From an optimization exercise on the open Yosys and OpenROAD flow, aimed at small area, a short achievable clock period and few clock cycles; shortcuts taken in it are not production practice.
Only simulation tests tie the RTL to the original design; equivalence was not proved.
Power and IR drop assume default switching activity.

`flow/design.v`:
```
`timescale 1ns / 1ps
module axis_cpu (
    input wire clk,
    input wire rst,
    input wire [31:0] din_TDATA,
    input wire din_TVALID,
    output wire din_TREADY,
    input wire din_TLAST,
    output wire [31:0] dout_TDATA,
    output wire dout_TVALID,
    input wire dout_TREADY,
    output wire dout_TLAST,
    input wire [31:0] cmd_in_TDATA,
    input wire cmd_in_TVALID,
    output wire [31:0] cmd_out_TDATA,
    output wire cmd_out_TVALID
);
    assign cmd_out_TDATA = cmd_in_TDATA;
    assign cmd_out_TVALID = cmd_in_TVALID;
    reg [1:0] cmd_state;  
    reg [3:0] cmd_reg;
    always @(posedge clk) begin
        if (rst) begin
            cmd_state <= 2'd0;
        end else if (cmd_in_TVALID) begin
            if (cmd_state == 2'd0) begin
                cmd_state <= (cmd_in_TDATA[15:4] == 12'd0) ? 2'd1 : 2'd2;
                cmd_reg <= cmd_in_TDATA[3:0];
            end else begin
                cmd_state <= 2'd0;
            end
        end
    end
    wire strb = cmd_in_TVALID && (cmd_state == 2'd1);
    reg programming;
    reg [6:0] ip;
    reg [3:0] jp;
    reg [3:0] mp;
    wire prog_wr = strb && (cmd_reg == 4'd0);
    wire inst_wr = strb && programming && (cmd_reg == 4'd1);
    wire jmp_wr = strb && programming && (cmd_reg == 4'd2);
    wire imm_wr = strb && programming && (cmd_reg == 4'd3);
    always @(posedge clk) begin
        if (rst) programming <= 1'b0;
        else if (prog_wr) programming <= cmd_in_TDATA[0];
        if (prog_wr) begin
            ip <= 7'd0;
            jp <= 4'd0;
            mp <= 4'd0;
        end else begin
            if (inst_wr) ip <= ip + 7'd1;
            if (jmp_wr) jp <= jp + 4'd1;
            if (imm_wr) mp <= mp + 4'd1;
        end
    end
    reg [7:0] imem_e [0:63];
    reg [7:0] imem_o [0:63];
    reg [6:0] jtab [0:15];
    reg [31:0] itab [0:15];
    reg w_inst;
    reg w_jmp;
    reg w_imm;
    reg [6:0] w_addr;
    reg [31:0] w_data;
    always @(posedge clk) begin
        w_inst <= inst_wr;
        w_jmp <= jmp_wr;
        w_imm <= imm_wr;
        w_addr <= inst_wr ? ip : jmp_wr ? {3'd0, jp} : {3'd0, mp};
        w_data <= cmd_in_TDATA;
    end
    always @(posedge clk) begin
        if (w_inst && !w_addr[0]) imem_e[w_addr[6:1]] <= w_data[7:0];
        if (w_inst && w_addr[0]) imem_o[w_addr[6:1]] <= w_data[7:0];
        if (w_jmp) jtab[w_addr[3:0]] <= w_data[6:0];
        if (w_imm) itab[w_addr[3:0]] <= w_data;
    end
    reg halt;
    always @(posedge clk) halt <= rst || programming;
    reg [6:0] pc;       
    reg [5:0] pce;      
    wire [7:0] ev = imem_e[pce];
    wire [7:0] od = imem_o[pc[6:1]];
    wire [7:0] i0 = pc[0] ? od : ev;
    wire [7:0] i1 = pc[0] ? ev : od;
    function is_sel(input [7:0] a);
        is_sel = (a[7:5] == 3'b111);
    endfunction
    function st_ok(input [7:0] a, input [7:0] b);
        st_ok = (a[7:6] == 2'b01) && !a[4] && (b[7:6] != 2'b01) &&
                !((b[7:6] == 2'b00) && b[4]);
    endfunction
    wire fuse = pc[0] ? is_sel(od) : is_sel(ev);
    wire take2 = pc[0] ? (is_sel(od) || st_ok(od, ev)) : (is_sel(ev) || st_ok(ev, od));
    wire stf = take2 && !fuse;
    wire [6:0] pc1 = pc + 7'd1;
    wire [6:0] pc2 = pc + 7'd2;
    wire [6:0] pc3 = pc + 7'd3;
    wire [6:0] f_seq = take2 ? pc2 : pc1;
    wire [6:0] f_seq1 = take2 ? pc3 : pc2;
    localparam NBTB = 4;
    reg [NBTB-1:0] btb_v;
    reg [6:0] btb_pc [0:NBTB-1];
    reg [6:0] btb_t [0:NBTB-1];
    reg [5:0] btb_te [0:NBTB-1];
    reg [1:0] btb_ptr;
    reg btb_hit;
    reg [6:0] btb_tgt;
    reg [5:0] btb_tgte;
    integer bi;
    always @(*) begin
        btb_hit = 1'b0;
        btb_tgt = 7'd0;
        btb_tgte = 6'd0;
        for (bi = 0; bi < NBTB; bi = bi + 1)
            if (btb_v[bi] && (btb_pc[bi] == pc)) begin
                btb_hit = 1'b1;
                btb_tgt = btb_tgt | btb_t[bi];
                btb_tgte = btb_tgte | btb_te[bi];
            end
    end
    wire [6:0] f_next = btb_hit ? btb_tgt : f_seq;
    wire [5:0] f_nexte = btb_hit ? btb_tgte : f_seq1[6:1];
    reg d_v;
    reg [7:0] d_mi;     
    reg d_fuse;         
    reg d_st;           
    reg d_stx;          
    reg [3:0] d_stn;    
    reg d_sel;          
    reg [15:0] d_ioh;   
    reg [15:0] d_joh;   
    reg [6:0] d_next;   
    reg [6:0] d_next1;  
    reg [6:0] d_pc;     
    reg d_pred;         
    reg [15:0] isel;    
    reg [15:0] jsel;    
    wire [15:0] ioh = d_ioh;
    wire [15:0] joh = d_joh;
    reg [31:0] f_imm;
    reg [6:0] f_j;
    integer k;
    always @(*) begin
        f_imm = 32'd0;
        f_j = 7'd0;
        for (k = 0; k < 16; k = k + 1) begin
            f_imm = f_imm | ({32{ioh[k]}} & itab[k]);
            f_j = f_j | ({7{joh[k]}} & jtab[k]);
        end
    end
    wire [15:0] mi_oh = 16'd1 << d_mi[3:0];
    wire [15:0] isel_n = (d_mi[7:4] == 4'hF) ? mi_oh : ioh;
    wire [15:0] jsel_n = (d_mi[7:4] == 4'hE) ? mi_oh : joh;
    wire d_out = (d_mi[7:6] == 2'b01) && d_mi[4];
    wire d_in = (d_mi[7:6] == 2'b00) && (d_mi[4:3] == 2'b01);
    wire d_sub = !((d_mi[7:5] == 3'b100) && (d_mi[3:0] == 4'd0));
    wire d_ja = (d_mi[7:5] == 3'b101) && (d_mi[2:0] == 3'd0);
    wire d_cj = (d_mi[7:5] == 3'b101) && (d_mi[2:0] != 3'd0);
    reg [1:0] bctr [0:31];
    reg bu_v;
    reg bu_t;
    reg [4:0] bu_i;
    wire d_bp = d_cj && bctr[d_next[4:0]][1];
    function [6:0] add7(input [6:0] a, input [6:0] b);
        reg [6:0] g;
        reg [6:0] p;
        reg [6:0] p0;
        integer i;
        integer d;
        begin
            p0 = a ^ b;
            g = a & b;
            p = p0;
            for (d = 1; d < 7; d = d * 2)
                for (i = 6; i >= d; i = i - 1) begin
                    g[i] = g[i] | (p[i] & g[i - d]);
                    p[i] = p[i] & p[i - d];
                end
            add7 = p0 ^ {g[5:0], 1'b0};
        end
    endfunction
    wire [6:0] ptgt = add7(d_next, f_j);
    wire [6:0] ptgt1 = add7(d_next1, f_j);
    reg e_v;
    reg [7:0] ei;
    reg [31:0] B;       
    reg [6:0] ej;
    reg [6:0] enext;
    reg [6:0] enext1;
    reg epred;          
    reg e_sub;          
    reg e_st;           
    reg e_stx;
    reg [3:0] e_stn;
    reg e_first;        
    reg [31:0] Bx;      
    reg o_valid;        
    reg i_ready;        
    reg o_last;
    reg [31:0] o_data;  
    reg [31:0] A;
    reg [31:0] X;
    reg last_f;
    reg [31:0] R [0:15];
    reg [15:0] rvalid;
    wire [2:0] cls = ei[7:5];
    wire is_lda = (cls == 3'b000);
    wire is_ldx = (cls == 3'b001);
    wire is_in = (ei[7:6] == 2'b00) && (ei[4:3] == 2'b01);
    wire is_st = (ei[7:6] == 2'b01);
    wire is_out = is_st && ei[4];
    wire is_alu = (cls == 3'b100);
    wire is_jmp = (cls == 3'b101);
    wire is_tax = (ei[7:4] == 4'b1100);
    wire is_txa = (ei[7:4] == 4'b1101);
    wire is_mul = is_alu && ei[3] && (ei[1:0] == 2'b00);
    wire is_dm = is_alu && ei[3] && (ei[1:0] != 2'b00);
    wire dm_div = ei[0];
    function [32:0] pfx_add(input [31:0] a, input [31:0] b, input cin);
        reg [31:0] g;
        reg [31:0] p;
        reg [31:0] p0;
        integer i;
        integer d;
        begin
            p0 = a ^ b;
            g = a & b;
            p = p0;
            g[0] = g[0] | (p0[0] & cin);
            for (d = 1; d < 32; d = d * 2)
                for (i = 31; i >= d; i = i - 1) begin
                    g[i] = g[i] | (p[i] & g[i - d]);
                    p[i] = p[i] & p[i - d];
                end
            pfx_add = {g[31], p0 ^ {g[30:0], cin}};
        end
    endfunction
    wire [32:0] addsub = pfx_add(A, Bx, e_sub);
    wire ge = (A >= B);
    wire eq = (A == B);
    wire gt = (A > B);
    wire set = |(A & B);
    wire [31:0] shl = B[5] ? 32'd0 : (A << B[4:0]);
    wire [31:0] shr = B[5] ? 32'd0 : (A >> B[4:0]);
    reg [31:0] alu1;
    always @(*) begin
        case (ei[2:0])
            3'd0: alu1 = addsub[31:0];
            3'd1: alu1 = addsub[31:0];
            3'd2: alu1 = A ^ B;
            3'd3: alu1 = A | B;
            3'd4: alu1 = A & B;
            3'd5: alu1 = shl;
            3'd6: alu1 = shr;
            default: alu1 = ~A;
        endcase
    end
    reg taken;
    always @(*) begin
        case (ei[2:0])
            3'd0: taken = 1'b1;
            3'd1: taken = eq;
            3'd2: taken = gt;
            3'd3: taken = ge;
            3'd4: taken = set;
            3'd5: taken = last_f;
            default: taken = 1'b0;
        endcase
    end
    wire az = ~|A;
    wire bz = ~|B;
    reg [1:0] mst;
    reg [31:0] ms;
    reg [31:0] mcy;
    wire mquick = az || bz;
    wire mlast = ~|B[31:8];
    wire [31:0] mc = A;
    wire [7:0] mpl = B[7:0];
    wire m_step = e_v && is_mul && ((mst == 2'd0) ? !mquick : (mst == 2'd1));
    wire [31:0] pp0 = mpl[0] ? mc : 32'd0;
    wire [31:0] pp1 = mpl[1] ? {mc[30:0], 1'b0} : 32'd0;
    wire [31:0] pp2 = mpl[2] ? {mc[29:0], 2'b0} : 32'd0;
    wire [31:0] pp3 = mpl[3] ? {mc[28:0], 3'b0} : 32'd0;
    wire [31:0] pp4 = mpl[4] ? {mc[27:0], 4'b0} : 32'd0;
    wire [31:0] pp5 = mpl[5] ? {mc[26:0], 5'b0} : 32'd0;
    wire [31:0] pp6 = mpl[6] ? {mc[25:0], 6'b0} : 32'd0;
    wire [31:0] pp7 = mpl[7] ? {mc[24:0], 7'b0} : 32'd0;
    wire [31:0] s1 = pp0 ^ pp1 ^ pp2;
    wire [31:0] c1 = {((pp0 & pp1) | (pp0 & pp2) | (pp1 & pp2)), 1'b0};
    wire [31:0] s2 = pp3 ^ pp4 ^ pp5;
    wire [31:0] c2 = {((pp3 & pp4) | (pp3 & pp5) | (pp4 & pp5)), 1'b0};
    wire [31:0] s3 = pp6 ^ pp7 ^ ms;
    wire [31:0] c3 = {((pp6 & pp7) | (pp6 & ms) | (pp7 & ms)), 1'b0};
    wire [31:0] s4 = s1 ^ c1 ^ s2;
    wire [31:0] c4 = {((s1 & c1) | (s1 & s2) | (c1 & s2)), 1'b0};
    wire [31:0] s5 = c2 ^ s3 ^ c3;
    wire [31:0] c5 = {((c2 & s3) | (c2 & c3) | (s3 & c3)), 1'b0};
    wire [31:0] s6 = s4 ^ c4 ^ s5;
    wire [31:0] c6 = {((s4 & c4) | (s4 & s5) | (c4 & s5)), 1'b0};
    wire [31:0] s7 = s6 ^ c6 ^ c5;
    wire [31:0] c7 = {((s6 & c6) | (s6 & c5) | (c6 & c5)), 1'b0};
    wire [31:0] s8 = s7 ^ c7 ^ mcy;
    wire [31:0] c8 = {((s7 & c7) | (s7 & mcy) | (c7 & mcy)), 1'b0};
    wire [31:0] mul_res = (mst == 2'd2) ? (ms + mcy) : 32'd0;
    wire mul_done = (mst == 2'd2) || ((mst == 2'd0) && mquick);
    function [4:0] clz32(input [31:0] v);
        reg [15:0] nz1;
        reg [15:0] c1;
        reg [7:0] nz2;
        reg [15:0] c2;
        reg [3:0] nz3;
        reg [11:0] c3;
        reg [1:0] nz4;
        reg [7:0] c4;
        integer j;
        begin
            for (j = 0; j < 16; j = j + 1) begin
                nz1[j] = v[2*j+1] | v[2*j];
                c1[j] = !v[2*j+1];
            end
            for (j = 0; j < 8; j = j + 1) begin
                nz2[j] = nz1[2*j+1] | nz1[2*j];
                c2[2*j +: 2] = nz1[2*j+1] ? {1'b0, c1[2*j+1]} : {1'b1, c1[2*j]};
            end
            for (j = 0; j < 4; j = j + 1) begin
                nz3[j] = nz2[2*j+1] | nz2[2*j];
                c3[3*j +: 3] = nz2[2*j+1] ? {1'b0, c2[2*(2*j+1) +: 2]} : {1'b1, c2[2*(2*j) +: 2]};
            end
            for (j = 0; j < 2; j = j + 1) begin
                nz4[j] = nz3[2*j+1] | nz3[2*j];
                c4[4*j +: 4] = nz3[2*j+1] ? {1'b0, c3[3*(2*j+1) +: 3]} : {1'b1, c3[3*(2*j) +: 3]};
            end
            clz32 = nz4[1] ? {1'b0, c4[7:4]} : {1'b1, c4[3:0]};
        end
    endfunction
    reg [1:0] dst;  
    wire dbusy = dst[1];
    reg [4:0] dsh_r;
    reg [3:0] dcnt;
    reg [33:0] D3;
    wire dquick = az || bz || !ge;
    wire [4:0] cla = clz32(A);
    wire [4:0] clb = clz32(B);
    wire [4:0] dsh0 = (clb > cla) ? (clb - cla) : 5'd0;
    wire [4:0] dsh = {dsh0[4:1], 1'b0};
    wire d_step = e_v && is_dm && dbusy;
    wire ge1 = addsub[32];
    wire [33:0] t2 = {2'b00, A} - {1'b0, B, 1'b0};
    wire [34:0] t3 = {3'b000, A} - {1'b0, D3};
    wire ge2 = !t2[33];
    wire ge3 = !t3[34];
    wire [31:0] r1 = ge3 ? t3[31:0] : ge2 ? t2[31:0] : ge1 ? addsub[31:0] : A;
    wire [31:0] q1 = {ms[29:0], ge3 || ge2, ge3 || (!ge2 && ge1)};
    wire [31:0] dnorm = B << dsh_r;
    wire div_done = dbusy ? (dcnt == 4'd0) : (dst == 2'd0) && dquick;
    wire [31:0] div_res = dbusy ? (dm_div ? q1 : r1)
                                : (dm_div ? {32{bz}} : A);
    wire e_busy = (i_ready && !din_TVALID) || (o_valid && !dout_TREADY) ||
                  (is_mul && !mul_done) || (is_dm && !div_done);
    wire fire = e_v && !e_busy;
    wire e_adv = !e_v || !e_busy;           
    wire d_take = !d_v || e_adv;            
    wire e_cj = e_v && is_jmp && (ei[2:0] != 3'd0);
    wire sq_e = e_cj && (taken != epred);
    wire sq_d = d_v && e_adv && ((d_ja && !d_pred) || d_bp);
    wire btb_ins = sq_d && d_ja && d_fuse && !d_sel;
    wire [6:0] tgt = epred ? enext : enext + ej;
    wire [6:0] tgt1 = epred ? enext1 : enext1 + ej;
    wire [31:0] rd_mem = rvalid[ei[3:0]] ? R[ei[3:0]] : 32'd0;
    reg [31:0] ldval;
    always @(*) begin
        case (ei[4:3])
            2'b00: ldval = B;
            2'b01: ldval = din_TDATA;
            default: ldval = rd_mem;
        endcase
    end
    wire [31:0] alures = !ei[3] ? alu1 : is_mul ? mul_res : div_res;
    wire a_we = e_v && (is_lda ? (!is_in || din_TVALID) :
                        is_alu ? (!ei[3] || (is_mul ? mul_done : div_done)) :
                        is_txa);
    wire x_we = e_v && (is_ldx ? (!is_in || din_TVALID) : is_tax);
    wire [31:0] a_n = !a_we ? (m_step ? {A[23:0], 8'd0} : d_step ? r1 : A) :
                      is_lda ? ldval : is_alu ? alures : X;
    wire [31:0] x_n = !x_we ? X : is_ldx ? ldval : A;
    wire r_we_m = e_v && is_st;
    wire r_we_s = e_v && e_st && e_first;
    wire r_we = r_we_m || r_we_s;
    wire [3:0] r_wa = e_st ? e_stn : ei[3:0];
    wire r_wx = e_st ? e_stx : ei[5];
    wire [31:0] b_n = d_mi[4] ? x_n : f_imm;
    always @(posedge clk) begin
        if (halt || sq_e || sq_d || d_take) begin
            pc <= (sq_d && !sq_e && !halt) ? ptgt : halt ? 7'd0 : sq_e ? tgt : f_next;
            pce <= (sq_d && !sq_e && !halt) ? ptgt1[6:1] : halt ? 6'd0 : sq_e ? tgt1[6:1] : f_nexte;
        end
        if (halt) begin
            d_v <= 1'b0;
            e_v <= 1'b0;
        end else if (sq_e) begin
            d_v <= 1'b0;
            e_v <= 1'b0;
        end else begin
            if (sq_d) begin
                d_v <= 1'b0;
            end else if (d_take) begin
                d_v <= 1'b1;
            end
            if (e_adv) begin
                e_v <= d_v;
                if (d_v) begin
                    isel <= isel_n;
                    jsel <= jsel_n;
                end
            end
        end
        if (d_take) begin
            d_mi <= take2 ? i1 : i0;
            d_fuse <= fuse;
            d_st <= stf;
            d_stx <= i0[5];
            d_stn <= i0[3:0];
            d_sel <= i0[4];
            d_ioh <= (fuse && i0[4]) ? (16'd1 << i0[3:0]) : (d_v && e_adv) ? isel_n : isel;
            d_joh <= (fuse && !i0[4]) ? (16'd1 << i0[3:0]) : (d_v && e_adv) ? jsel_n : jsel;
            d_next <= f_seq;
            d_next1 <= f_seq1;
            d_pc <= pc;
            d_pred <= btb_hit;
        end
        if (e_adv) begin
            ei <= d_mi;
            B <= b_n;
        end else if (m_step) begin
            B <= {8'd0, B[31:8]};
        end else if (e_v && is_dm && (dst == 2'd1)) begin
            B <= dnorm;
        end else if (d_step) begin
            B <= {2'b00, B[31:2]};
        end
        if (e_adv) begin
            ej <= f_j;
            enext <= d_next;
            enext1 <= d_next1;
            epred <= d_bp;
            e_sub <= d_sub;
            e_st <= d_st;
            e_stx <= d_stx;
            e_stn <= d_stn;
            Bx <= b_n ^ {32{d_sub}};
        end else if (e_v && is_dm && (dst == 2'd1)) begin
            Bx <= ~dnorm;
        end else if (d_step) begin
            Bx <= {2'b11, Bx[31:2]};
        end
        if (e_adv) begin
            o_last <= d_mi[0] && d_out;
            o_data <= d_mi[5] ? x_n : a_n;
        end
        e_first <= e_adv;
        if (halt || sq_e) begin
            o_valid <= 1'b0;
            i_ready <= 1'b0;
        end else if (e_adv) begin
            o_valid <= d_v && d_out;
            i_ready <= d_v && d_in;
        end
    end
    always @(posedge clk) begin
        A <= a_n;
        X <= x_n;
        if (r_we) R[r_wa] <= r_wx ? X : A;
    end
    always @(posedge clk) begin
        if (halt) begin
            rvalid <= 16'd0;
            last_f <= 1'b0;
        end else begin
            if (r_we) rvalid[r_wa] <= 1'b1;
            if (i_ready && din_TVALID) last_f <= din_TLAST;
        end
    end
    always @(posedge clk) begin
        if (halt) begin
            btb_v <= {NBTB{1'b0}};
            btb_ptr <= 2'd0;
        end else if (btb_ins) begin
            btb_v[btb_ptr] <= 1'b1;
            btb_pc[btb_ptr] <= d_pc;
            btb_t[btb_ptr] <= ptgt;
            btb_te[btb_ptr] <= ptgt1[6:1];
            btb_ptr <= (btb_ptr == NBTB - 1) ? 2'd0 : btb_ptr + 2'd1;
        end
    end
    integer bj;
    always @(posedge clk) begin
        if (halt) begin
            for (bj = 0; bj < 32; bj = bj + 1) bctr[bj] <= 2'b01;
        end else if (bu_v) begin
            if (bu_t && bctr[bu_i] != 2'b11) bctr[bu_i] <= bctr[bu_i] + 2'b01;
            else if (!bu_t && bctr[bu_i] != 2'b00) bctr[bu_i] <= bctr[bu_i] - 2'b01;
        end
    end
    always @(posedge clk) begin
        bu_v <= e_cj && !halt;
        bu_t <= taken;
        bu_i <= enext[4:0];
    end
    always @(posedge clk) begin
        if (halt) begin
            mst <= 2'd0;
        end else if (e_v && is_mul) begin
            case (mst)
                2'd0: if (!mquick) mst <= mlast ? 2'd2 : 2'd1;
                2'd1: if (mlast) mst <= 2'd2;
                default: mst <= 2'd0;
            endcase
        end
    end
    always @(posedge clk) begin
        if (m_step) begin
            ms <= s8;
            mcy <= c8;
        end else if (d_step && (dcnt != 4'd0)) begin
            ms <= q1;
            mcy <= 32'd0;
        end else begin
            ms <= 32'd0;
            mcy <= 32'd0;
        end
    end
    always @(posedge clk) begin
        if (halt) begin
            dst <= 2'd0;
        end else if (e_v && is_dm) begin
            case (dst)
                2'd0: if (!dquick) dst <= 2'd1;
                2'd1: dst <= 2'd2;
                default: if (dcnt == 4'd0) dst <= 2'd0;
            endcase
        end
    end
    always @(posedge clk) begin
        case (dst)
            2'd0: dsh_r <= dsh;
            2'd1: begin
                dcnt <= dsh_r[4:1];
                D3 <= {2'b00, dnorm} + {1'b0, dnorm, 1'b0};
            end
            default: begin
                dcnt <= dcnt - 4'd1;
                D3 <= {2'b00, D3[33:2]};
            end
        endcase
    end
    assign din_TREADY = i_ready && !halt;
    assign dout_TVALID = o_valid && !halt;
    assign dout_TDATA = o_data;
    assign dout_TLAST = o_last;
endmodule
```
`flow/run.sh`:
```
#!/bin/bash
# synth_recipe.tcl (not shown) runs the flow's synth.tcl, then flattens the netlist and writes it again
# the make line also repeats each setting of config.mk as NAME=value (left out here)
make -C /OpenROAD-flow-scripts/flow DESIGN_CONFIG=/design/flow/config.mk WORK_HOME=/design/flow/orfs CLKGATE_MAP_FILE= SYNTH_SCRIPT=/design/flow/synth_recipe.tcl finish
```
`flow/config.mk`:
```
export PLATFORM = sky130hd
export DESIGN_NAME = axis_cpu
export DESIGN_NICKNAME = axis_cpu
export VERILOG_FILES = /design/flow/design.v
export SDC_FILE = /design/flow/constraint.sdc
export NUM_CORES = 4
export LEC_CHECK = 0
export ABC_CLOCK_PERIOD_IN_PS = 3500
export CAP_MARGIN = 20
export CORE_MARGIN = 2
export CORE_UTILIZATION = 40
export PLACE_DENSITY = 0.6
export SETUP_SLACK_MARGIN = 5
export SLEW_MARGIN = 20
```
`flow/constraint.sdc`:
```
create_clock -name core_clock -period 9.0 [get_ports {clk}]
set_input_delay 1.8000 -clock core_clock [delete_from_list [all_inputs] [get_ports {clk}]]
set_output_delay 1.8000 -clock core_clock [all_outputs]
set_load 0.01 [all_outputs]
```
==> notes.md <==
layer usage:
| metal | GRT usage, % | vias up | share of wire (%) | wire length [µm] |
|---|---|---|---|---|
| met5 | 0.798 | - | 0.12 | 649 |
| met4 | 17.1 | 42 | 7.0 | 38400 |
| met3 | 9.63 | 1917 | 12 | 64000 |
| met2 | 45.5 | 6628 | 44 | 237000 |
| met1 | 38.9 | 50900 | 38 | 205000 |
| li1 | - | 40300 | - | - |
how the worst max path moves through the flow:
stage | start | to | slack, ns
floorplan | B[2] | flip-flop | 4.65
global placement | A[3] | o_data[1] | 2.38
detailed placement | B[21] | flip-flop | 2.62
CTS | B[28] | pce[4] | 4.44
global route | B[29] | pc[4] | 4.24
finish | B[24] | pc[4] | 4.25
power by group through the flow:
| stage | clock network [mW] | registers (mW) | logic [mW] |
|---|---|---|---|
| 2_1_floorplan | 0 | 16.9 | 20.2 |
| 3_3_place_gp | 0 | 18.0 | 30.4 |
| 3_5_place_dp | 0 | 18.0 | 30.8 |
| 4_1_cts | 13.0 | 17.4 | 36.0 |
| 5_1_grt | 13.5 | 17.5 | 41.7 |
| 6_report | 12.8 | 17.5 | 39.8 |
stage by stage:
step	setup WS, ns	utilization, %
after floorplan	4.65	-
after global placement	2.38	42.4
after detailed placement	2.62	42.4
after CTS	4.44	48.4
after global routing	4.24	49.5
final	4.25	49.5
cell families after synthesis:
kind of cell               share of synthesized area (%)
AOI/OAI and AO/OA                                   10.1
xor gates and xnor gates                            1.52
adders and majority gates                           6.12
buffers and inverters                               3.51
DFF                                                 59.9
muxes                                               11.2
and+or+nand+nor                                     7.63
cell type report:
class | count | share of cell area, %
Clock inverter | 165 | 1.08
Sequential cell | 2845 | 48.8
Antenna cell | 37 | 0.0544
Inverter | 563 | 1.35
Timing Repair inverter | 6 | 0.0596
Clock buffer | 402 | 4.91
Timing Repair Buffer | 1025 | 7.20
Multi-Input combinational cell | 6104 | 33.2
Tap cell | 4557 | 3.35
repair_timing:
item / 4_1_cts / 5_1_grt
pin swaps: 242 / 233
buffers inserted: 410 / 138
gates cloned: 104 / 6
setup endpoints to repair: 747 / 664
resized for setup: 1331 / 533
cell usage in the layout (no fill, tap or decap), types with 284 or more instances in the layout:
master,count
a21oi_1,347
buf_4,513
clkbuf_16,321
edfxtp_1,2599
ha_1,284
inv_1,467
mux4_2,528
nand2_1,701
nor2_1,680
o21ai_0,311
==> summary.md <==
| Metric | Value |
|---|---|
| Final hold slack | around 0.45 ns |
| Clk sinks | approximately 2800 |
| Crit path launch type | flip-flop |
| GRT Resource Usage Total | 30.4% |
| DRT Wirelength | roughly 550000 µm |
| Crit-path slowest cell | or4_4 |
| Deepest clock path buffer count | 4 |
| Int Pwr | just under 40 mW |
| Post-Syn Instances | 10200 |
| IO buf count | 137 |
| Area growth syn-to-layout | 22.9% |
| R2r endpoint | pc[4] |
| Worst setup EP type | flip-flop |
| Family with the most delay on the worst path | simple AND/OR/NAND/NOR gates |
| Die area | ~350000 µm² |
| Layout cells sized above 1 | between 20% and 30% |
| Sequential share of power | 24.9% |
| Die width | between 500 and 600 µm |
| Post-synth top area share | 56.4% |
| Dpl cell area | between 100000 and 150000 µm² |
| Clk pwr share | 18.3% |
| Final layout net count | 11500 |
| Hold EP | bu_i[3] |
| Largest cells by area after synthesis | edfxtp_1, mux4_2, dfxtp_1, fa_1, ha_1 |
| Sw frac | approximately 45% |
| WP data required | approximately 9.6 ns |
| CTS Buf Count | ~310 |
| Count of warnings emitted by yosys | 1 |
| Placer Congestion | roughly 1.1 |
| Hold_sp | enext[3] |
| Multi-input gate area | approximately 56000 µm² |
| VDD IR-drop max | about 0.28 mV |
| Worst setup path class | reg -> reg |
| Setup-failing EPs final | 0 |
| Detailed router's first-iteration violation count | approximately 14000 |
| Core footprint | 344000 µm² |
| Synth area leader | edfxtp_1 |
| Via density | roughly 6.4 |
| DRC Markers | 0 |
| Sequential cell area | 83100 µm² |
| Final Skew | between 0.09 and 0.1 ns |
| Net Count, Synth | ~11000 |
| Post-route ant nets | 0 |
| Critical Path AT | about 5.4 ns |
| Max Slew Vio Count | 0 |
| Bufs and invs on worst path | 4 |
| Post-route cell area | 170000 µm² |
| Sw power | roughly 31 mW |
| Largest net degree at the start of global routing | 113 |
| Least-Margin Pin Slew | 1.38 ns |
| Congestion Overflow GR | 0 |
| Critical path peak fanout | 8 |
| Ordered list of cells on the worst path | inv_6, ha_4, or4_4, or3_4, or4_4, o211ai_4, a211oi_4, a2111oi_4, buf_6, nor4b_4, or3_4, buf_12, nor3_4, buf_6, nor2_2, a2bb2oi_2, o21ai_1 |
| Filler instances | between 20000 and 30000 |
| Yosys reg bits | roughly 2800 |
| Clk root buf | clkbuf_16 |
| TritonCTS clock tree | yes |
| DIE HEIGHT | between 500 and 600 µm |
| Max-cap violation count | 0 |
| CP max stage delay | between 0.6 and 0.7 ns |
| Period minus WS final | 4.75 ns |
| Initial Util | a little over 40% |
| DR WL/cell | 34.8 µm |
| I/O pin cnt | 138 |
| Asr flop ratio synth | 0% |
| Post-synth EDFFs | between 2000 and 3000 |
| Final Hold Fails | 0 |
| FMAX | about 0.21 GHz |
| Hold Path Class | reg -> reg |
| Cts hold-fix bufs | 0 |
| PnR Total Power | between 70 and 80 mW |
| Reg2Reg Depth | 17 |
| Power Density | roughly 410 nW/µm² |
| WP depth | 17 |
| Initial antenna violation count | 48 |
| Sequential area share after synthesis | 59.9% |
| First-pass GRT wire length | between 700000 and 800000 µm |
| H-tree levels | 5 |
| R2R setup slack | between 4 and 5 ns |
| Post-synth top cells | edfxtp_1, nor2_1, nand2_1, inv_1, mux4_2 |
| Number of global-route vias before repair | a little under 100k |
| Finished Layout Cells | roughly 16000 |
| Comb power frac | ~57% |
| Post-synthesis cell type count | ~100 |
| Final HPWL DP | 336000 µm |
| Clk slew on worst S/H paths | about 0.06 ns |
| Hold path depth | 0 |
| Detailed Routing Iterations Pass 1 | 14 |
| TNS Setup | 0 ns |
| Num rows | between 200 and 250 |
| Mean post-synth cell area | 13.6 µm² |
| P_leak | slightly below 60 nW |
| Critical R2R Launch | B[24] |
| Worst-Skew Late Latency | 0.97 ns |
| Tcrit/Tclk final | a little over half |
| RSZ-0062 raised after global routing | yes |
| Ys flop type | edfxtp_1 |
| Via count | 99800 |
| Status | complete, no violations |
| Placed Cells | 14400 |
| Most common cell in the netlist | edfxtp_1 |
| Synthesized cell area | between 100000 and 150000 µm² |
| Max transition margin | under 10% |
Testbench counts, summed over its fixed seeds: cycles 25,495.

==> what the ideal ports hide <==
The flow's constraints put no driver on any port. The routed layout listed below was extracted and timed again, unchanged, in two steps.
Step 1, drivers: a clkbuf_16 drives clk and a buf_2 each remaining input, both assumed.
Step 2 times the ports against the registers' clock, not the clock port: input delays grow and output delays shrink by t, the midpoint of the rising clock arrivals with the driver on.
a / b / c = ideal ports / drivers / drivers and shift; a / b = the first two.
t, ns: 1.036
slack for setup (ns): 4.250 / 4.250 / 3.648
worst setup path after step 2: input to register
worst register clock-pin slew, ns: 0.07 / 0.07
cell pins on the clock port's net: 1
After both steps setup and hold are still met in this run. For this run, drivers alone change the setup slack by 0.000 ns; drivers and shift together by -0.602 ns.
